This design comes from an exercise in tuning for small area on the open sky130 flow, not from production work.
Only simulation tests tie the RTL to the original design; equivalence was not proved.
No activity file was given, so power comes from the tool's default toggle rates.

--- flow/run.sh ---
#!/bin/bash
# synth_recipe.tcl (not shown) runs the flow's synth.tcl, then flattens the netlist and writes it again
# the make line also repeats each setting of config.mk as NAME=value (left out here)
make -C /OpenROAD-flow-scripts/flow DESIGN_CONFIG=/design/flow/config.mk WORK_HOME=/design/flow/orfs CLKGATE_MAP_FILE= SYNTH_SCRIPT=/design/flow/synth_recipe.tcl finish
--- flow/config.mk ---
export PLATFORM = sky130hd
export DESIGN_NAME = arpreq_wrapper
export DESIGN_NICKNAME = arpreq_wrapper
export VERILOG_FILES = /design/flow/design.v
export SDC_FILE = /design/flow/constraint.sdc
export NUM_CORES = 4
export LEC_CHECK = 0
export CAP_MARGIN = 20
export CORE_MARGIN = 2
export CORE_UTILIZATION = 40
export SLEW_MARGIN = 20
--- flow/constraint.sdc ---
create_clock -name core_clock -period 10.0 [get_ports {CLK}]
set_input_delay 2.0000 -clock core_clock [delete_from_list [all_inputs] [get_ports {CLK}]]
set_output_delay 2.0000 -clock core_clock [all_outputs]
set_load 0.01 [all_outputs]
--- flow/design.v ---
module arpreq (
    input transinit_v,
    input [1:0] bresp_v,
    input bvalid_v,
    output bready_v,
    output [12:0] awaddr_Waddr,
    output awvalid_Waddr,
    input awready_Waddr,
    input wready_Wdata,
    output wvalid_Wdata,
    output [3:0] wstrb_Wdata,
    output [31:0] wdata_Wdata,
    input arready_Raddr,
    output arvalid_Raddr,
    output [12:0] araddr_Raddr,
    input [31:0] rdata_Rdata,
    input [1:0] rresp_Rdata,
    output rready_Rdata,
    input rvalid_Rdata,
    input CLK,
    input RST
);
    logic [12:0] awaddr_in_Waddr;
    logic [3:0] wstrb_in_Wdata;
    logic [31:0] wdata_in_Wdata;
    logic [12:0] araddr_in_Raddr;
    logic [31:0] rdata_v;
    logic valid_to_lower_port1_v;
    logic valid_from_upper_port1_Waddr;
    logic update_from_lower_port1_v;
    logic update_to_upper_port1_Waddr;
    logic valid_from_upper_port1_Wdata;
    logic update_to_upper_port1_Wdata;
    logic valid_to_lower_port2_v;
    logic valid_from_upper_port2_Raddr;
    logic update_from_lower_port2_v;
    logic update_to_upper_port2_Raddr;
    logic valid_to_lower_port2_Rdata;
    logic valid_from_upper_port2_v;
    logic update_from_lower_port2_Rdata;
    logic update_to_upper_port2_v;
    logic [1:0] bundle_valid_SUML_from_v_port1;
    logic [1:0] bundle_update_SUML_from_v_port1;
    logic bundle_valid_SUML_from_v_port2;
    logic bundle_update_SUML_from_v_port2;
    logic bundle_valid_SUML_from_Rdata_port2;
    logic bundle_update_SUML_from_Rdata_port2;
    logic bundle_valid_MUSL_from_Waddr_port1;
    logic bundle_update_MUSL_from_Waddr_port1;
    logic bundle_valid_MUSL_from_Wdata_port1;
    logic bundle_update_MUSL_from_Wdata_port1;
    logic bundle_valid_MUSL_from_Raddr_port2;
    logic bundle_update_MUSL_from_Raddr_port2;
    logic bundle_valid_MUSL_from_v_port2;
    logic bundle_update_MUSL_from_v_port2;
    logic CLK_Raddr;
    logic CLK_Rdata;
    logic CLK_Waddr;
    logic CLK_Wdata;
    logic CLK_v;
    logic RST_Raddr;
    logic RST_Rdata;
    logic RST_Waddr;
    logic RST_Wdata;
    logic RST_v;
    logic [12:0] araddr_v;
    logic [12:0] awaddr_v;
    logic [31:0] rdata_out_Rdata;
    logic update_mlay2suml_from_Rdata_port2;
    logic update_mlay2suml_from_v_port1;
    logic update_mlay2suml_from_v_port2;
    logic update_musl2mlay_to_Raddr_port2;
    logic update_musl2mlay_to_Waddr_port1;
    logic update_musl2mlay_to_Wdata_port1;
    logic update_musl2mlay_to_v_port2;
    logic update_suml2musl_Rdata_port2_to_v_port2;
    logic update_suml2musl_v_port1_to_Waddr_port1;
    logic update_suml2musl_v_port1_to_Wdata_port1;
    logic update_suml2musl_v_port2_to_Raddr_port2;
    logic valid_mlay2suml_from_Rdata_port2;
    logic valid_mlay2suml_from_v_port1;
    logic valid_mlay2suml_from_v_port2;
    logic valid_musl2mlay_to_Raddr_port2;
    logic valid_musl2mlay_to_Waddr_port1;
    logic valid_musl2mlay_to_Wdata_port1;
    logic valid_musl2mlay_to_v_port2;
    logic valid_suml2musl_Rdata_port2_to_v_port2;
    logic valid_suml2musl_v_port1_to_Waddr_port1;
    logic valid_suml2musl_v_port1_to_Wdata_port1;
    logic valid_suml2musl_v_port2_to_Raddr_port2;
    logic [31:0] wdata_v;
    logic [3:0] wstrb_v;
    imSUML_v_port1_to_Waddr_port1_and_Wdata_port1 uSUML_from_v_port1 (
        .CLK(CLK),
        .RST(RST),
        .valid_to_lower_port0(valid_mlay2suml_from_v_port1),
        .update_from_lower_port0(update_mlay2suml_from_v_port1),
        .valid_from_upper_port0(bundle_valid_SUML_from_v_port1),
        .update_to_upper_port0(bundle_update_SUML_from_v_port1)
    );
    imSUML_v_port2_to_Raddr_port2 uSUML_from_v_port2 (
        .CLK(CLK),
        .RST(RST),
        .valid_to_lower_port0(valid_mlay2suml_from_v_port2),
        .update_from_lower_port0(update_mlay2suml_from_v_port2),
        .valid_from_upper_port0(bundle_valid_SUML_from_v_port2),
        .update_to_upper_port0(bundle_update_SUML_from_v_port2)
    );
    imSUML_Rdata_port2_to_v_port2 uSUML_from_Rdata_port2 (
        .CLK(CLK),
        .RST(RST),
        .valid_to_lower_port0(valid_mlay2suml_from_Rdata_port2),
        .update_from_lower_port0(update_mlay2suml_from_Rdata_port2),
        .valid_from_upper_port0(bundle_valid_SUML_from_Rdata_port2),
        .update_to_upper_port0(bundle_update_SUML_from_Rdata_port2)
    );
    imMUSL_Waddr_port1_from_v_port1 uMUSL_from_Waddr_port1 (
        .CLK(CLK),
        .RST(RST),
        .valid_to_lower_port0(bundle_valid_MUSL_from_Waddr_port1),
        .update_from_lower_port0(bundle_update_MUSL_from_Waddr_port1),
        .valid_from_upper_port0(valid_musl2mlay_to_Waddr_port1),
        .update_to_upper_port0(update_musl2mlay_to_Waddr_port1)
    );
    imMUSL_Wdata_port1_from_v_port1 uMUSL_from_Wdata_port1 (
        .CLK(CLK),
        .RST(RST),
        .valid_to_lower_port0(bundle_valid_MUSL_from_Wdata_port1),
        .update_from_lower_port0(bundle_update_MUSL_from_Wdata_port1),
        .valid_from_upper_port0(valid_musl2mlay_to_Wdata_port1),
        .update_to_upper_port0(update_musl2mlay_to_Wdata_port1)
    );
    imMUSL_Raddr_port2_from_v_port2 uMUSL_from_Raddr_port2 (
        .CLK(CLK),
        .RST(RST),
        .valid_to_lower_port0(bundle_valid_MUSL_from_Raddr_port2),
        .update_from_lower_port0(bundle_update_MUSL_from_Raddr_port2),
        .valid_from_upper_port0(valid_musl2mlay_to_Raddr_port2),
        .update_to_upper_port0(update_musl2mlay_to_Raddr_port2)
    );
    imMUSL_v_port2_from_Rdata_port2 uMUSL_from_v_port2 (
        .CLK(CLK),
        .RST(RST),
        .valid_to_lower_port0(bundle_valid_MUSL_from_v_port2),
        .update_from_lower_port0(bundle_update_MUSL_from_v_port2),
        .valid_from_upper_port0(valid_musl2mlay_to_v_port2),
        .update_to_upper_port0(update_musl2mlay_to_v_port2)
    );
    v v_inst (
        .bready(bready_v),
        .bresp(bresp_v),
        .bvalid(bvalid_v),
        .awaddr(awaddr_v),
        .araddr(araddr_v),
        .wstrb(wstrb_v),
        .wdata(wdata_v),
        .rdata(rdata_v),
        .transinit(transinit_v),
        .CLK(CLK_v),
        .RST(RST_v),
        .valid_to_lower_port1(valid_to_lower_port1_v),
        .update_from_lower_port1(update_from_lower_port1_v),
        .valid_to_lower_port2(valid_to_lower_port2_v),
        .update_from_lower_port2(update_from_lower_port2_v),
        .valid_from_upper_port2(valid_from_upper_port2_v),
        .update_to_upper_port2(update_to_upper_port2_v)
    );
    Waddr Waddr_inst (
        .awaddr(awaddr_Waddr),
        .awready(awready_Waddr),
        .awvalid(awvalid_Waddr),
        .awaddr_in(awaddr_in_Waddr),
        .CLK(CLK_Waddr),
        .RST(RST_Waddr),
        .valid_from_upper_port1(valid_from_upper_port1_Waddr),
        .update_to_upper_port1(update_to_upper_port1_Waddr)
    );
    Wdata Wdata_inst (
        .wdata(wdata_Wdata),
        .wstrb(wstrb_Wdata),
        .wvalid(wvalid_Wdata),
        .wready(wready_Wdata),
        .wdata_in(wdata_in_Wdata),
        .wstrb_in(wstrb_in_Wdata),
        .CLK(CLK_Wdata),
        .RST(RST_Wdata),
        .valid_from_upper_port1(valid_from_upper_port1_Wdata),
        .update_to_upper_port1(update_to_upper_port1_Wdata)
    );
    Raddr Raddr_inst (
        .araddr(araddr_Raddr),
        .arready(arready_Raddr),
        .arvalid(arvalid_Raddr),
        .araddr_in(araddr_in_Raddr),
        .CLK(CLK_Raddr),
        .RST(RST_Raddr),
        .valid_from_upper_port2(valid_from_upper_port2_Raddr),
        .update_to_upper_port2(update_to_upper_port2_Raddr)
    );
    Rdata Rdata_inst (
        .rready(rready_Rdata),
        .rvalid(rvalid_Rdata),
        .rdata(rdata_Rdata),
        .rresp(rresp_Rdata),
        .rdata_out(rdata_out_Rdata),
        .CLK(CLK_Rdata),
        .RST(RST_Rdata),
        .valid_to_lower_port2(valid_to_lower_port2_Rdata),
        .update_from_lower_port2(update_from_lower_port2_Rdata)
    );
    always_comb begin
        awaddr_in_Waddr = awaddr_v;
        wstrb_in_Wdata = wstrb_v;
        wdata_in_Wdata = wdata_v;
        araddr_in_Raddr = araddr_v;
        rdata_v = rdata_out_Rdata;
    end
    always_comb begin
        valid_suml2musl_v_port1_to_Waddr_port1 = bundle_valid_SUML_from_v_port1[0];
        valid_suml2musl_v_port1_to_Wdata_port1 = bundle_valid_SUML_from_v_port1[1];
        bundle_update_SUML_from_v_port1[0] = update_suml2musl_v_port1_to_Waddr_port1;
        bundle_update_SUML_from_v_port1[1] = update_suml2musl_v_port1_to_Wdata_port1;
    end
    always_comb begin
        valid_suml2musl_v_port2_to_Raddr_port2 = bundle_valid_SUML_from_v_port2;
        bundle_update_SUML_from_v_port2 = update_suml2musl_v_port2_to_Raddr_port2;
    end
    always_comb begin
        valid_suml2musl_Rdata_port2_to_v_port2 = bundle_valid_SUML_from_Rdata_port2;
        bundle_update_SUML_from_Rdata_port2 = update_suml2musl_Rdata_port2_to_v_port2;
    end
    always_comb begin
        bundle_valid_MUSL_from_Waddr_port1 = valid_suml2musl_v_port1_to_Waddr_port1;
        update_suml2musl_v_port1_to_Waddr_port1 = bundle_update_MUSL_from_Waddr_port1;
    end
    always_comb begin
        bundle_valid_MUSL_from_Wdata_port1 = valid_suml2musl_v_port1_to_Wdata_port1;
        update_suml2musl_v_port1_to_Wdata_port1 = bundle_update_MUSL_from_Wdata_port1;
    end
    always_comb begin
        bundle_valid_MUSL_from_Raddr_port2 = valid_suml2musl_v_port2_to_Raddr_port2;
        update_suml2musl_v_port2_to_Raddr_port2 = bundle_update_MUSL_from_Raddr_port2;
    end
    always_comb begin
        bundle_valid_MUSL_from_v_port2 = valid_suml2musl_Rdata_port2_to_v_port2;
        update_suml2musl_Rdata_port2_to_v_port2 = bundle_update_MUSL_from_v_port2;
    end
    always_comb begin
        update_from_lower_port1_v = update_mlay2suml_from_v_port1;
        valid_mlay2suml_from_v_port1 = valid_to_lower_port1_v;
        update_from_lower_port2_v = update_mlay2suml_from_v_port2;
        valid_mlay2suml_from_v_port2 = valid_to_lower_port2_v;
        update_from_lower_port2_Rdata = update_mlay2suml_from_Rdata_port2;
        valid_mlay2suml_from_Rdata_port2 = valid_to_lower_port2_Rdata;
    end
    always_comb begin
        update_musl2mlay_to_Waddr_port1 = update_to_upper_port1_Waddr;
        valid_from_upper_port1_Waddr = valid_musl2mlay_to_Waddr_port1;
        update_musl2mlay_to_Wdata_port1 = update_to_upper_port1_Wdata;
        valid_from_upper_port1_Wdata = valid_musl2mlay_to_Wdata_port1;
        update_musl2mlay_to_Raddr_port2 = update_to_upper_port2_Raddr;
        valid_from_upper_port2_Raddr = valid_musl2mlay_to_Raddr_port2;
        update_musl2mlay_to_v_port2 = update_to_upper_port2_v;
        valid_from_upper_port2_v = valid_musl2mlay_to_v_port2;
    end
    always_comb begin
        CLK_v = CLK;
        RST_v = RST;
    end
    always_comb begin
        CLK_Waddr = CLK;
        RST_Waddr = RST;
    end
    always_comb begin
        CLK_Wdata = CLK;
        RST_Wdata = RST;
    end
    always_comb begin
        CLK_Raddr = CLK;
        RST_Raddr = RST;
    end
    always_comb begin
        CLK_Rdata = CLK;
        RST_Rdata = RST;
    end
endmodule
module v (
    output logic bready,
    input [1:0] bresp,
    input bvalid,
    output logic [12:0] awaddr,
    output logic [12:0] araddr,
    output logic [3:0] wstrb,
    output logic [31:0] wdata,
    input [31:0] rdata,
    input transinit,
    input CLK,
    input RST,
    output logic valid_to_lower_port1,
    input logic update_from_lower_port1,
    output logic valid_to_lower_port2,
    input logic update_from_lower_port2,
    input logic valid_from_upper_port2,
    output logic update_to_upper_port2
);
    localparam idle = 0;
    localparam addr1 = 1;
    localparam addr2 = 2;
    localparam addr3 = 3;
    localparam typeRegister = 4;
    localparam lenRegister = 5;
    localparam dataRegister = 6;
    localparam setStatus = 7;
    localparam readStatus = 8;
    localparam waitStatus = 9;
    localparam readall = 10;
    logic [(32 * 7)-1:0] dvec;
    logic [(32 * 7)-1:0] dbuf;
    logic [(32 * 7)-1:0] dtarget;
    reg [3:0] etherrecv;
    logic [31:0] _count;
    logic [31:0] _counter;
    logic [31:0] _subcount;
    logic [31:0] _waitcount;
    logic [3:0] ether;
    logic fire;
    logic phybusy;
    logic rissued;
    logic [31:0] rtemp;
    logic waitStatusDone;
    always_ff @( posedge CLK ) begin
        if (RST) begin
            etherrecv <= 0;
        end else begin
            case (etherrecv)
                idle: begin
                    if (transinit) begin
                        etherrecv <= addr1;
                    end
                end
                addr1: begin
                    if (((valid_from_upper_port2 & update_to_upper_port2) & (_subcount == 2))) begin
                        etherrecv <= addr2;
                    end
                end
                addr2: begin
                    if (((valid_from_upper_port2 & update_to_upper_port2) & (_counter == 2))) begin
                        etherrecv <= addr3;
                    end
                end
                addr3: begin
                    if (((valid_from_upper_port2 & update_to_upper_port2) & (_counter == 2))) begin
                        etherrecv <= typeRegister;
                    end
                end
                typeRegister: begin
                    if (((valid_from_upper_port2 & update_to_upper_port2) & (_counter == 2))) begin
                        etherrecv <= lenRegister;
                    end
                end
                lenRegister: begin
                    if (((valid_from_upper_port2 & update_to_upper_port2) & (_counter == 2))) begin
                        etherrecv <= dataRegister;
                    end
                end
                dataRegister: begin
                    if (((valid_from_upper_port2 & update_to_upper_port2) & ((_count == (7 - 1)) & (_subcount == 2)))) begin
                        etherrecv <= readall;
                    end
                end
                setStatus: begin
                    if (((valid_to_lower_port1 & update_from_lower_port1) & (_count == 2))) begin
                        etherrecv <= readStatus;
                    end
                end
                readStatus: begin
                    if (rissued) begin
                        etherrecv <= waitStatus;
                    end
                end
                waitStatus: begin
                    if (waitStatusDone) begin
                        etherrecv <= idle;
                    end else if (phybusy) begin
                        etherrecv <= readStatus;
                    end
                end
                readall: begin
                    if (((_waitcount == 200) & (_count == 11))) begin
                        etherrecv <= setStatus;
                    end
                end
            endcase
        end
    end
    always_comb begin
        ether = etherrecv;
        dvec[31:0] = 67502088;
        dvec[63:32] = 256;
        dvec[95:64] = 3472490590;
        dvec[127:96] = 33558700;
        dvec[159:128] = 0;
        dvec[191:160] = 279707648;
        dvec[223:192] = 256;
        rissued = (valid_to_lower_port2 & update_from_lower_port2);
        phybusy = ((valid_from_upper_port2 & update_to_upper_port2) & rdata[0]);
        waitStatusDone = ((valid_from_upper_port2 & update_to_upper_port2) & (~rdata[0]));
        bready = 1;
    end
    always_comb begin
        awaddr = 0;
        wstrb = 0;
        wdata = 0;
        araddr = 0;
        valid_to_lower_port1 = 0;
        valid_to_lower_port2 = 0;
        update_to_upper_port2 = 0;
        if ((ether == addr1)) begin
            if ((_subcount == 0)) begin
                awaddr = 0;
                wstrb = 15;
                wdata = (~0);
                valid_to_lower_port1 = fire;
                if ((valid_to_lower_port1 & update_from_lower_port1)) begin
                end
            end else if ((_subcount == 1)) begin
                araddr = 0;
                valid_to_lower_port2 = 1;
                if ((valid_to_lower_port2 & update_from_lower_port2)) begin
                end
            end else if ((_subcount == 2)) begin
                update_to_upper_port2 = 1;
                if ((valid_from_upper_port2 & update_to_upper_port2)) begin
                end
            end
        end else if ((ether == addr2)) begin
            if ((_counter == 32'd0)) begin
                awaddr = 4;
                wstrb = 15;
                wdata = 65535;
                valid_to_lower_port1 = 1;
                if ((valid_to_lower_port1 & update_from_lower_port1)) begin
                end
            end else if ((_counter == 1)) begin
                araddr = 4;
                valid_to_lower_port2 = 1;
                if ((valid_to_lower_port2 & update_from_lower_port2)) begin
                end
            end else if ((_counter == 2)) begin
                update_to_upper_port2 = 1;
                if ((valid_from_upper_port2 & update_to_upper_port2)) begin
                end
            end
        end else if ((ether == addr3)) begin
            if ((_counter == 0)) begin
                awaddr = 8;
                wstrb = 15;
                wdata = 3472490590;
                valid_to_lower_port1 = 1;
                if ((valid_to_lower_port1 & update_from_lower_port1)) begin
                end
            end else if ((_counter == 1)) begin
                araddr = 8;
                valid_to_lower_port2 = 1;
                if ((valid_to_lower_port2 & update_from_lower_port2)) begin
                end
            end else if ((_counter == 2)) begin
                update_to_upper_port2 = 1;
                if ((valid_from_upper_port2 & update_to_upper_port2)) begin
                end
            end
        end else if ((ether == typeRegister)) begin
            if ((_counter == 0)) begin
                awaddr = 12;
                wstrb = 15;
                wdata = ((256 << 16) | 1544);
                valid_to_lower_port1 = 1;
                if ((valid_to_lower_port1 & update_from_lower_port1)) begin
                end
            end else if ((_counter == 1)) begin
                araddr = 12;
                valid_to_lower_port2 = 1;
                if ((valid_to_lower_port2 & update_from_lower_port2)) begin
                end
            end else if ((_counter == 2)) begin
                update_to_upper_port2 = 1;
                if ((valid_from_upper_port2 & update_to_upper_port2)) begin
                end
            end
        end else if ((ether == lenRegister)) begin
            if ((_counter == 0)) begin
                awaddr = 2036;
                wstrb = 3;
                wdata = (28 + 14);
                valid_to_lower_port1 = 1;
                if ((valid_to_lower_port1 & update_from_lower_port1)) begin
                end
            end else if ((_counter == 1)) begin
                araddr = 2036;
                valid_to_lower_port2 = 1;
                if ((valid_to_lower_port2 & update_from_lower_port2)) begin
                end
            end else if ((_counter == 2)) begin
                update_to_upper_port2 = 1;
                if ((valid_from_upper_port2 & update_to_upper_port2)) begin
                end
            end
        end else if ((ether == dataRegister)) begin
            if ((_subcount == 0)) begin
                awaddr = (16 + (_count[12:0] << 2));
                wstrb = 15;
                valid_to_lower_port1 = 1;
                wdata = dvec[((_count << 5) + 31) -: 32];
                if ((valid_to_lower_port1 & update_from_lower_port1)) begin
                end
            end else if ((_subcount == 1)) begin
                araddr = (16 + (_count[12:0] << 2));
                valid_to_lower_port2 = 1;
                if ((valid_to_lower_port2 & update_from_lower_port2)) begin
                end
            end else if ((_subcount == 2)) begin
                update_to_upper_port2 = 1;
                if ((valid_from_upper_port2 & update_to_upper_port2)) begin
                    if ((_count < (7 - 1))) begin
                    end else begin
                    end
                end
            end
        end else if ((ether == readall)) begin
            if ((_count == 11)) begin
                if ((_waitcount == 200)) begin
                end else begin
                end
            end else begin
                if ((_subcount == 0)) begin
                    araddr = (0 + (_count[12:0] << 2));
                    valid_to_lower_port2 = 1;
                    if ((valid_to_lower_port2 & update_from_lower_port2)) begin
                    end
                end else begin
                    update_to_upper_port2 = 1;
                    if ((valid_from_upper_port2 & update_to_upper_port2)) begin
                    end
                end
            end
        end else if ((ether == setStatus)) begin
            valid_to_lower_port1 = 0;
            if ((_count == 0)) begin
                araddr = 2044;
                valid_to_lower_port2 = 1;
                if ((valid_to_lower_port2 & update_from_lower_port2)) begin
                end
            end else if ((_count == 1)) begin
                update_to_upper_port2 = 1;
                if ((valid_from_upper_port2 & update_to_upper_port2)) begin
                end
            end else begin
                valid_to_lower_port1 = 1;
                awaddr = 2044;
                wstrb = 15;
                wdata[0] = 1;
                wdata[31:1] = rtemp[31:1];
                if ((valid_to_lower_port1 & update_from_lower_port1)) begin
                end
            end
        end else begin
            valid_to_lower_port1 = 0;
        end
        if ((ether == readStatus)) begin
            araddr = 2044;
            valid_to_lower_port2 = 1;
        end
        if ((ether == waitStatus)) begin
            update_to_upper_port2 = 1;
        end
    end
    always_ff @( posedge CLK ) begin
        if (RST) begin
            _count <= 0;
            _counter <= 0;
            _subcount <= 0;
            _waitcount <= 0;
            fire <= 0;
            rtemp <= 0;
        end else begin
            fire <= (fire | transinit);
            if ((ether == addr1)) begin
                if ((_subcount == 0)) begin
                    if ((valid_to_lower_port1 & update_from_lower_port1)) begin
                        _subcount <= 1;
                    end
                end else if ((_subcount == 1)) begin
                    if ((valid_to_lower_port2 & update_from_lower_port2)) begin
                        _subcount <= 2;
                    end
                end else if ((_subcount == 2)) begin
                    if ((valid_from_upper_port2 & update_to_upper_port2)) begin
                        _subcount <= 0;
                    end
                end
            end else if ((ether == addr2)) begin
                if ((_counter == 32'd0)) begin
                    if ((valid_to_lower_port1 & update_from_lower_port1)) begin
                        _counter <= 1;
                    end
                end else if ((_counter == 1)) begin
                    if ((valid_to_lower_port2 & update_from_lower_port2)) begin
                        _counter <= 2;
                    end
                end else if ((_counter == 2)) begin
                    if ((valid_from_upper_port2 & update_to_upper_port2)) begin
                        _counter <= 0;
                    end
                end
            end else if ((ether == addr3)) begin
                if ((_counter == 0)) begin
                    if ((valid_to_lower_port1 & update_from_lower_port1)) begin
                        _counter <= 1;
                    end
                end else if ((_counter == 1)) begin
                    if ((valid_to_lower_port2 & update_from_lower_port2)) begin
                        _counter <= 2;
                    end
                end else if ((_counter == 2)) begin
                    if ((valid_from_upper_port2 & update_to_upper_port2)) begin
                        _counter <= 0;
                    end
                end
            end else if ((ether == typeRegister)) begin
                if ((_counter == 0)) begin
                    if ((valid_to_lower_port1 & update_from_lower_port1)) begin
                        _counter <= 1;
                    end
                end else if ((_counter == 1)) begin
                    if ((valid_to_lower_port2 & update_from_lower_port2)) begin
                        _counter <= 2;
                    end
                end else if ((_counter == 2)) begin
                    if ((valid_from_upper_port2 & update_to_upper_port2)) begin
                        _counter <= 0;
                    end
                end
            end else if ((ether == lenRegister)) begin
                if ((_counter == 0)) begin
                    if ((valid_to_lower_port1 & update_from_lower_port1)) begin
                        _counter <= 1;
                    end
                end else if ((_counter == 1)) begin
                    if ((valid_to_lower_port2 & update_from_lower_port2)) begin
                        _counter <= 2;
                    end
                end else if ((_counter == 2)) begin
                    if ((valid_from_upper_port2 & update_to_upper_port2)) begin
                        _counter <= 0;
                    end
                end
            end else if ((ether == dataRegister)) begin
                if ((_subcount == 0)) begin
                    if ((valid_to_lower_port1 & update_from_lower_port1)) begin
                        _subcount <= 1;
                    end
                end else if ((_subcount == 1)) begin
                    if ((valid_to_lower_port2 & update_from_lower_port2)) begin
                        _subcount <= 2;
                    end
                end else if ((_subcount == 2)) begin
                    if ((valid_from_upper_port2 & update_to_upper_port2)) begin
                        _subcount <= 0;
                        if ((_count < (7 - 1))) begin
                            _count <= (_count + 1);
                        end else begin
                            _count <= 32'd0;
                        end
                    end
                end
            end else if ((ether == readall)) begin
                if ((_count == 11)) begin
                    if ((_waitcount == 200)) begin
                        _waitcount <= 0;
                        _count <= 0;
                    end else begin
                        _waitcount <= (_waitcount + 32'd1);
                    end
                end else begin
                    if ((_subcount == 0)) begin
                        if ((valid_to_lower_port2 & update_from_lower_port2)) begin
                            _subcount <= 1;
                        end
                    end else begin
                        if ((valid_from_upper_port2 & update_to_upper_port2)) begin
                            _subcount <= 32'd0;
                            _count <= (_count + 1);
                        end
                    end
                end
            end else if ((ether == setStatus)) begin
                if ((_count == 0)) begin
                    if ((valid_to_lower_port2 & update_from_lower_port2)) begin
                        _count <= (_count + 1);
                    end
                end else if ((_count == 1)) begin
                    rtemp <= rdata;
                    if ((valid_from_upper_port2 & update_to_upper_port2)) begin
                        _count <= (_count + 1);
                    end
                end else begin
                    if ((valid_to_lower_port1 & update_from_lower_port1)) begin
                        _count <= 0;
                    end
                end
            end else begin
            end
            if ((ether == readStatus)) begin
            end
            if ((ether == waitStatus)) begin
            end
        end
    end
endmodule
module Waddr (
    output logic [12:0] awaddr,
    input awready,
    output logic awvalid,
    input [12:0] awaddr_in,
    input CLK,
    input RST,
    input logic valid_from_upper_port1,
    output logic update_to_upper_port1
);
    always_comb begin
        awaddr = awaddr_in;
        update_to_upper_port1 = awready;
        awvalid = valid_from_upper_port1;
    end
endmodule
module Wdata (
    output logic [31:0] wdata,
    output logic [3:0] wstrb,
    output logic wvalid,
    input wready,
    input [31:0] wdata_in,
    input [3:0] wstrb_in,
    input CLK,
    input RST,
    input logic valid_from_upper_port1,
    output logic update_to_upper_port1
);
    always_comb begin
        wdata = wdata_in;
        wstrb = wstrb_in;
        update_to_upper_port1 = wready;
        wvalid = valid_from_upper_port1;
    end
endmodule
module Raddr (
    output logic [12:0] araddr,
    input arready,
    output logic arvalid,
    input [12:0] araddr_in,
    input CLK,
    input RST,
    input logic valid_from_upper_port2,
    output logic update_to_upper_port2
);
    always_comb begin
        araddr = araddr_in;
        update_to_upper_port2 = arready;
        arvalid = valid_from_upper_port2;
    end
endmodule
module Rdata (
    output logic rready,
    input rvalid,
    input [31:0] rdata,
    input [1:0] rresp,
    output logic [31:0] rdata_out,
    input CLK,
    input RST,
    output logic valid_to_lower_port2,
    input logic update_from_lower_port2
);
    always_comb begin
        rdata_out = rdata;
        valid_to_lower_port2 = rvalid;
        rready = update_from_lower_port2;
    end
endmodule
module imSUML_v_port1_to_Waddr_port1_and_Wdata_port1 (
    input valid_to_lower_port0,
    output logic update_from_lower_port0,
    output logic [1:0] valid_from_upper_port0,
    input [1:0] update_to_upper_port0,
    input CLK,
    input RST
);
    logic transphase_global;
    logic accepted_child1_comb;
    logic accepted_child1_reg;
    logic accepted_child2_comb;
    logic accepted_child2_reg;
    logic acceptedall;
    logic transphase_local_child1;
    logic transphase_local_child2;
    logic update_to_upper_port0_1;
    logic update_to_upper_port0_2;
    logic valid_from_upper_port0_1;
    logic valid_from_upper_port0_2;
    always_comb begin
        update_to_upper_port0_1 = update_to_upper_port0[0];
        update_to_upper_port0_2 = update_to_upper_port0[1];
    end
    always_comb begin
        valid_from_upper_port0[0] = valid_from_upper_port0_1;
        valid_from_upper_port0[1] = valid_from_upper_port0_2;
    end
    always_comb begin
        accepted_child1_comb = (valid_from_upper_port0_1 & update_to_upper_port0_1);
    end
    always_ff @( posedge CLK ) begin
        if (RST) begin
            accepted_child1_reg <= 0;
        end else begin
            if (acceptedall) begin
                accepted_child1_reg <= 0;
            end else begin
                accepted_child1_reg <= (accepted_child1_comb | accepted_child1_reg);
            end
        end
    end
    always_ff @( posedge CLK ) begin
        if (RST) begin
            transphase_local_child1 <= 0;
        end else begin
            if ((accepted_child1_comb | accepted_child1_reg)) begin
                transphase_local_child1 <= (~transphase_global);
            end
        end
    end
    always_comb begin
        valid_from_upper_port0_1 = (valid_to_lower_port0 & (~(~(transphase_local_child1 == transphase_global))));
    end
    always_comb begin
        accepted_child2_comb = (valid_from_upper_port0_2 & update_to_upper_port0_2);
    end
    always_ff @( posedge CLK ) begin
        if (RST) begin
            accepted_child2_reg <= 0;
        end else begin
            if (acceptedall) begin
                accepted_child2_reg <= 0;
            end else begin
                accepted_child2_reg <= (accepted_child2_comb | accepted_child2_reg);
            end
        end
    end
    always_ff @( posedge CLK ) begin
        if (RST) begin
            transphase_local_child2 <= 0;
        end else begin
            if ((accepted_child2_comb | accepted_child2_reg)) begin
                transphase_local_child2 <= (~transphase_global);
            end
        end
    end
    always_comb begin
        valid_from_upper_port0_2 = (valid_to_lower_port0 & (~(~(transphase_local_child2 == transphase_global))));
    end
    always_ff @( posedge CLK ) begin
        if (RST) begin
            transphase_global <= 0;
        end else begin
            if (acceptedall) begin
                transphase_global <= (~transphase_global);
            end
        end
    end
    always_comb begin
        acceptedall = ((1'd1 & (accepted_child1_comb | accepted_child1_reg)) & (accepted_child2_comb | accepted_child2_reg));
    end
    always_comb begin
        update_from_lower_port0 = ((1'd1 & ((accepted_child1_comb | accepted_child1_reg) | update_to_upper_port0_1)) & ((accepted_child2_comb | accepted_child2_reg) | update_to_upper_port0_2));
    end
endmodule
module imSUML_v_port2_to_Raddr_port2 (
    input valid_to_lower_port0,
    output logic update_from_lower_port0,
    output logic valid_from_upper_port0,
    input update_to_upper_port0,
    input CLK,
    input RST
);
    logic transphase_global;
    logic accepted_child1_comb;
    logic accepted_child1_reg;
    logic acceptedall;
    logic transphase_local_child1;
    logic update_to_upper_port0_1;
    logic valid_from_upper_port0_1;
    always_comb begin
        update_to_upper_port0_1 = update_to_upper_port0;
    end
    always_comb begin
        valid_from_upper_port0 = valid_from_upper_port0_1;
    end
    always_comb begin
        accepted_child1_comb = (valid_from_upper_port0_1 & update_to_upper_port0_1);
    end
    always_ff @( posedge CLK ) begin
        if (RST) begin
            accepted_child1_reg <= 0;
        end else begin
            if (acceptedall) begin
                accepted_child1_reg <= 0;
            end else begin
                accepted_child1_reg <= (accepted_child1_comb | accepted_child1_reg);
            end
        end
    end
    always_ff @( posedge CLK ) begin
        if (RST) begin
            transphase_local_child1 <= 0;
        end else begin
            if ((accepted_child1_comb | accepted_child1_reg)) begin
                transphase_local_child1 <= (~transphase_global);
            end
        end
    end
    always_comb begin
        valid_from_upper_port0_1 = (valid_to_lower_port0 & (~(~(transphase_local_child1 == transphase_global))));
    end
    always_ff @( posedge CLK ) begin
        if (RST) begin
            transphase_global <= 0;
        end else begin
            if (acceptedall) begin
                transphase_global <= (~transphase_global);
            end
        end
    end
    always_comb begin
        acceptedall = (1'd1 & (accepted_child1_comb | accepted_child1_reg));
    end
    always_comb begin
        update_from_lower_port0 = (1'd1 & ((accepted_child1_comb | accepted_child1_reg) | update_to_upper_port0_1));
    end
endmodule
module imSUML_Rdata_port2_to_v_port2 (
    input valid_to_lower_port0,
    output logic update_from_lower_port0,
    output logic valid_from_upper_port0,
    input update_to_upper_port0,
    input CLK,
    input RST
);
    logic transphase_global;
    logic accepted_child1_comb;
    logic accepted_child1_reg;
    logic acceptedall;
    logic transphase_local_child1;
    logic update_to_upper_port0_1;
    logic valid_from_upper_port0_1;
    always_comb begin
        update_to_upper_port0_1 = update_to_upper_port0;
    end
    always_comb begin
        valid_from_upper_port0 = valid_from_upper_port0_1;
    end
    always_comb begin
        accepted_child1_comb = (valid_from_upper_port0_1 & update_to_upper_port0_1);
    end
    always_ff @( posedge CLK ) begin
        if (RST) begin
            accepted_child1_reg <= 0;
        end else begin
            if (acceptedall) begin
                accepted_child1_reg <= 0;
            end else begin
                accepted_child1_reg <= (accepted_child1_comb | accepted_child1_reg);
            end
        end
    end
    always_ff @( posedge CLK ) begin
        if (RST) begin
            transphase_local_child1 <= 0;
        end else begin
            if ((accepted_child1_comb | accepted_child1_reg)) begin
                transphase_local_child1 <= (~transphase_global);
            end
        end
    end
    always_comb begin
        valid_from_upper_port0_1 = (valid_to_lower_port0 & (~(~(transphase_local_child1 == transphase_global))));
    end
    always_ff @( posedge CLK ) begin
        if (RST) begin
            transphase_global <= 0;
        end else begin
            if (acceptedall) begin
                transphase_global <= (~transphase_global);
            end
        end
    end
    always_comb begin
        acceptedall = (1'd1 & (accepted_child1_comb | accepted_child1_reg));
    end
    always_comb begin
        update_from_lower_port0 = (1'd1 & ((accepted_child1_comb | accepted_child1_reg) | update_to_upper_port0_1));
    end
endmodule
module imMUSL_Waddr_port1_from_v_port1 (
    input update_to_upper_port0,
    output logic valid_from_upper_port0,
    input valid_to_lower_port0,
    output logic update_from_lower_port0,
    input CLK,
    input RST
);
    always_comb begin
        update_from_lower_port0 = (update_to_upper_port0 & (&(valid_to_lower_port0)));
    end
    always_comb begin
        valid_from_upper_port0 = (&(valid_to_lower_port0));
    end
endmodule
module imMUSL_Wdata_port1_from_v_port1 (
    input update_to_upper_port0,
    output logic valid_from_upper_port0,
    input valid_to_lower_port0,
    output logic update_from_lower_port0,
    input CLK,
    input RST
);
    always_comb begin
        update_from_lower_port0 = (update_to_upper_port0 & (&(valid_to_lower_port0)));
    end
    always_comb begin
        valid_from_upper_port0 = (&(valid_to_lower_port0));
    end
endmodule
module imMUSL_Raddr_port2_from_v_port2 (
    input update_to_upper_port0,
    output logic valid_from_upper_port0,
    input valid_to_lower_port0,
    output logic update_from_lower_port0,
    input CLK,
    input RST
);
    always_comb begin
        update_from_lower_port0 = (update_to_upper_port0 & (&(valid_to_lower_port0)));
    end
    always_comb begin
        valid_from_upper_port0 = (&(valid_to_lower_port0));
    end
endmodule
module imMUSL_v_port2_from_Rdata_port2 (
    input update_to_upper_port0,
    output logic valid_from_upper_port0,
    input valid_to_lower_port0,
    output logic update_from_lower_port0,
    input CLK,
    input RST
);
    always_comb begin
        update_from_lower_port0 = (update_to_upper_port0 & (&(valid_to_lower_port0)));
    end
    always_comb begin
        valid_from_upper_port0 = (&(valid_to_lower_port0));
    end
endmodule
module arpreq_wrapper (
    input transinit,
    input [1:0] bresp,
    input bvalid,
    output bready,
    output [12:0] awaddr,
    output awvalid,
    input awready,
    input wready,
    output wvalid,
    output [3:0] wstrb,
    output [31:0] wdata,
    input arready,
    output arvalid,
    output [12:0] araddr,
    input [31:0] rdata,
    input [1:0] rresp,
    output rready,
    input rvalid,
    input CLK,
    input RST
);
    arpreq uarpreq (
        .transinit_v(transinit),
        .bresp_v(bresp),
        .bvalid_v(bvalid),
        .bready_v(bready),
        .awaddr_Waddr(awaddr),
        .awvalid_Waddr(awvalid),
        .awready_Waddr(awready),
        .wready_Wdata(wready),
        .wvalid_Wdata(wvalid),
        .wstrb_Wdata(wstrb),
        .wdata_Wdata(wdata),
        .arready_Raddr(arready),
        .arvalid_Raddr(arvalid),
        .araddr_Raddr(araddr),
        .rdata_Rdata(rdata),
        .rresp_Rdata(rresp),
        .rready_Rdata(rready),
        .rvalid_Rdata(rvalid),
        .CLK(CLK),
        .RST(RST)
    );
endmodule
==> summary.txt <==
==> final timing paths <==
path                          endpoint
max                             rready
min           uarpreq.v_inst.rtemp[15]
max reg2reg  uarpreq.v_inst._count[24]
min reg2reg   uarpreq.v_inst.rtemp[15]
==> worst min-delay path, cell delays in order, from the launching register on <==
cell and delay, ns:
dfxtp_1 0.31, nand2_1 0.05, a21oi_1 0.05
==> area by class of cell <==
type                       instances  area [um^2]
multi-input combinational        860         4970
fill                            1984        10300
clock buffer                      18          439
timing repair buffer             108         1060
inverter                          20         75.1
sequential                       139         2780
clock inverter                    14          146
tap                              270          338
==> per-stage QoR <==
stage | setup WS [ns] | utilization
after floorplan | 5.16 | -
after global placement | 3.72 | 0.459
after detailed placement | 3.68 | 0.459
after CTS | 3.68 | 0.488
after global routing | 3.60 | 0.488
final | 3.65 | 0.488
==> layer usage <==
metal / up-vias / wire length, um / GRT usage / part of all wire
met5: - / 0 / 0 / 0
met4: 0 / 404 / 0.0757 / 0.017
met3: 36 / 1350 / 0.0431 / 0.056
met2: 230 / 10900 / 0.345 / 0.45
met1: 3851 / 11600 / 0.316 / 0.48
li1: 4052 / - / - / -
==> power groups by stage <==
stage | registers, W | clock network (W) | logic, W
final | 0.000604 | 0.000635 | 0.000689
after global routing | 0.000607 | 0.000670 | 0.000748
after CTS | 0.000602 | 0.000646 | 0.000686
after detailed placement | 0.000615 | 0 | 0.000680
after global placement | 0.000614 | 0 | 0.000682
after floorplan | 0.000585 | 0 | 0.000395
==> synth_stat cells (all sizes together) (23+ instances only) <==
master / instances
nand2: 167
o21ai: 73
dfxtp: 139
and2: 38
a21oi: 98
nor4: 23
clkbuf: 51
buf: 23
nor3: 27
nor2: 108
nand4: 23
nand3: 40
==> layout by cell type, fill, tap and decap left out, types with 10 or more instances in the layout <==
cell type          n
a31oi_1           14
xor2_1            12
nor3_1            22
ha_1              10
clkbuf_16         17
nor4_1            21
dfxtp_1          139
o31ai_1           11
clkdlybuf4s50_1   99
nand4_1           23
nand3_1           40
o21ai_0           70
and2_1            38
nor2_1           104
and3_1            12
o21a_1            15
inv_1             17
a21oi_1           97
or3_1             19
xnor2_1           22
nand2_1          167
a311oi_1          16
==> cell families after synthesis <==
logic type / Yosys count / share of synthesized area
and+or+nand+nor: 516 / 0.321
AOI/OAI and AO/OA: 294 / 0.232
DFF: 139 / 0.343
buffers and inverters: 94 / 0.0493
xor gates and xnor gates: 34 / 0.0367
adders and majority gates: 10 / 0.0154
other: 2 / 0.000925
muxes: 1 / 0.00139
==> summary.txt <==
Hold Violations, Final - 0
CP max-delay cell - a2111oi_1
worst r2r src - uarpreq.v_inst.etherrecv[0]
Placeable Area - 20100 um^2
Num CTS Buffers - 17
pin count of the biggest net entering global routing - 80
Peak Freq - 157 MHz
postcts setup bufs - 0
max cap viols - 0
die area - 21500 um^2
Flop pwr share - 0.313
ys flop type - dfxtp_1
clk slew on worst S/H paths - 0.07 ns
cell count of the worst reg-to-reg path - 8
CP most frequent cell - clkdlybuf4s50_1
vias - 8169
first-pass GRT wire length - 39.2 mm
top cell type's share of synthesized area - 0.343
GRT Util Overall - 0.224
Root Driver - clkbuf_16
Critical Path End Type - output port
post-route ant nets - 0
crit-path cells - clkdlybuf4s50_1 > inv_1 > a2111oi_1 > a31oi_2 > inv_2 > clkdlybuf4s50_1
Nets - 1200
wire per inst - 16.9 um
Setup Skew - 0.0151 ns
count of cell types in the netlist - 80
H-tree lvl count - 4
Peak VDD IR - 0.141 mV
ANT cells - 0
top flop regs - uarpreq.v_inst._count (32), uarpreq.v_inst._subcount (32), uarpreq.v_inst._waitcount (32)
PortBufs - 100
sequential share of the synthesized area - 0.343
Skew-Pair Late Insertion Delay - 0.43 ns
clock power share - 0.329
DRC - 0
CP startpoint kind - input port
Cells after Synth - 1090
Post-Route Setup TNS - 0 ns
Tcrit/Tclk final - 0.635
Final Non-Filler Cells - 1429
Yosys reg bits - 139
power per cell area - 196 nW/um^2
Cells on Worst Hold Path - 2
Slew @ Worst Pin - 1.09 ns
Total Power - 0.00193 W
Worst EP arrival - 4.35 ns
initial core utilization - 0.404
initial antenna violation count - 0
initial DRC count - 697
vias in the first global route - 7640
leakage - 3.43 nW
Post-synth EDFFs - 0
Critical Path Start - rvalid
Yosys warning count - 13
area post-placement - 9220 um^2
final-report setup violation count - 0
sw power - 0.000700 W
Routed Wire Length - 24.2 mm
Tmin final - 6.35 ns
Worst R2R Setup Slack - 5.57 ns
WHS - 0.451 ns
area grow syn2layout - 21.0%
stages on the worst setup path - 6
# rows - 52
Comb pwr share - 0.358
HPWL after DPL - 16.6 mm
TritonCTS clock tree - done
Die Width - 146 um
worst path required time - 8.00 ns
io pins - 111
Async SR Flop Fraction - 0
CP max stage delay - 0.74 ns
critical path class - in2out
fin area - 9820 um^2
Placer Congestion - 0.920
main area contributors after synthesis - dfxtp_1, nand2_1, a21oi_1, nor2_1, o21ai_0
CTS Hold Buffers Added - 0
Avg Cell Area, Syn - 7.45 um^2
vias per cell - 5.72
Power Internal - 0.00123 W
relative max-transition margin - 0.273
crit path max fanout - 5
Hold Crit Start - uarpreq.v_inst.rtemp[15]
die height - 146 um
layout cell share with drive strength beyond 1 - 0.0595
clock sinks - 139
Slew Viols, Final - 0
worst min path class - reg2reg
deepest clock path buffer count - 2
Overflow after GRT - 0
placed cells - 1396
Synth Cell Area - 8120 um^2
Yosys top cell by area - dfxtp_1
Pre-antenna DRT Iters - 5
Top Family by Delay on Critical Path - buffers and inverters
Sw Share - 0.363
WP buf/inv - 4
status - finished clean
RSZ-0062 raised after global routing - false
post-cts gate resize count - 0

-- what the ideal ports hide --
Ports are ideal in the flow. The routed layout listed here was re-timed in OpenROAD. Step 1 assumes that a clkbuf_16 drives the clock port and a buf_2 every other input. Step 2, shift: input delay + t, output delay - t, t = (earliest + latest rising clock arrival at the registers) / 2. This alone moves slack from input paths to output paths. a / b / c = ideal ports / drivers / drivers and shift; a / b = the first two.
t, ns: 0.476
setup slack, ns: 3.647 / 3.623 / 3.623
worst slew at a driven data input, ns: 0.06
cell pins on the clock port's net: 1
After both steps this run still meets setup and hold. For this run, drivers alone change the setup slack by -0.024 ns; drivers and shift together by -0.024 ns.
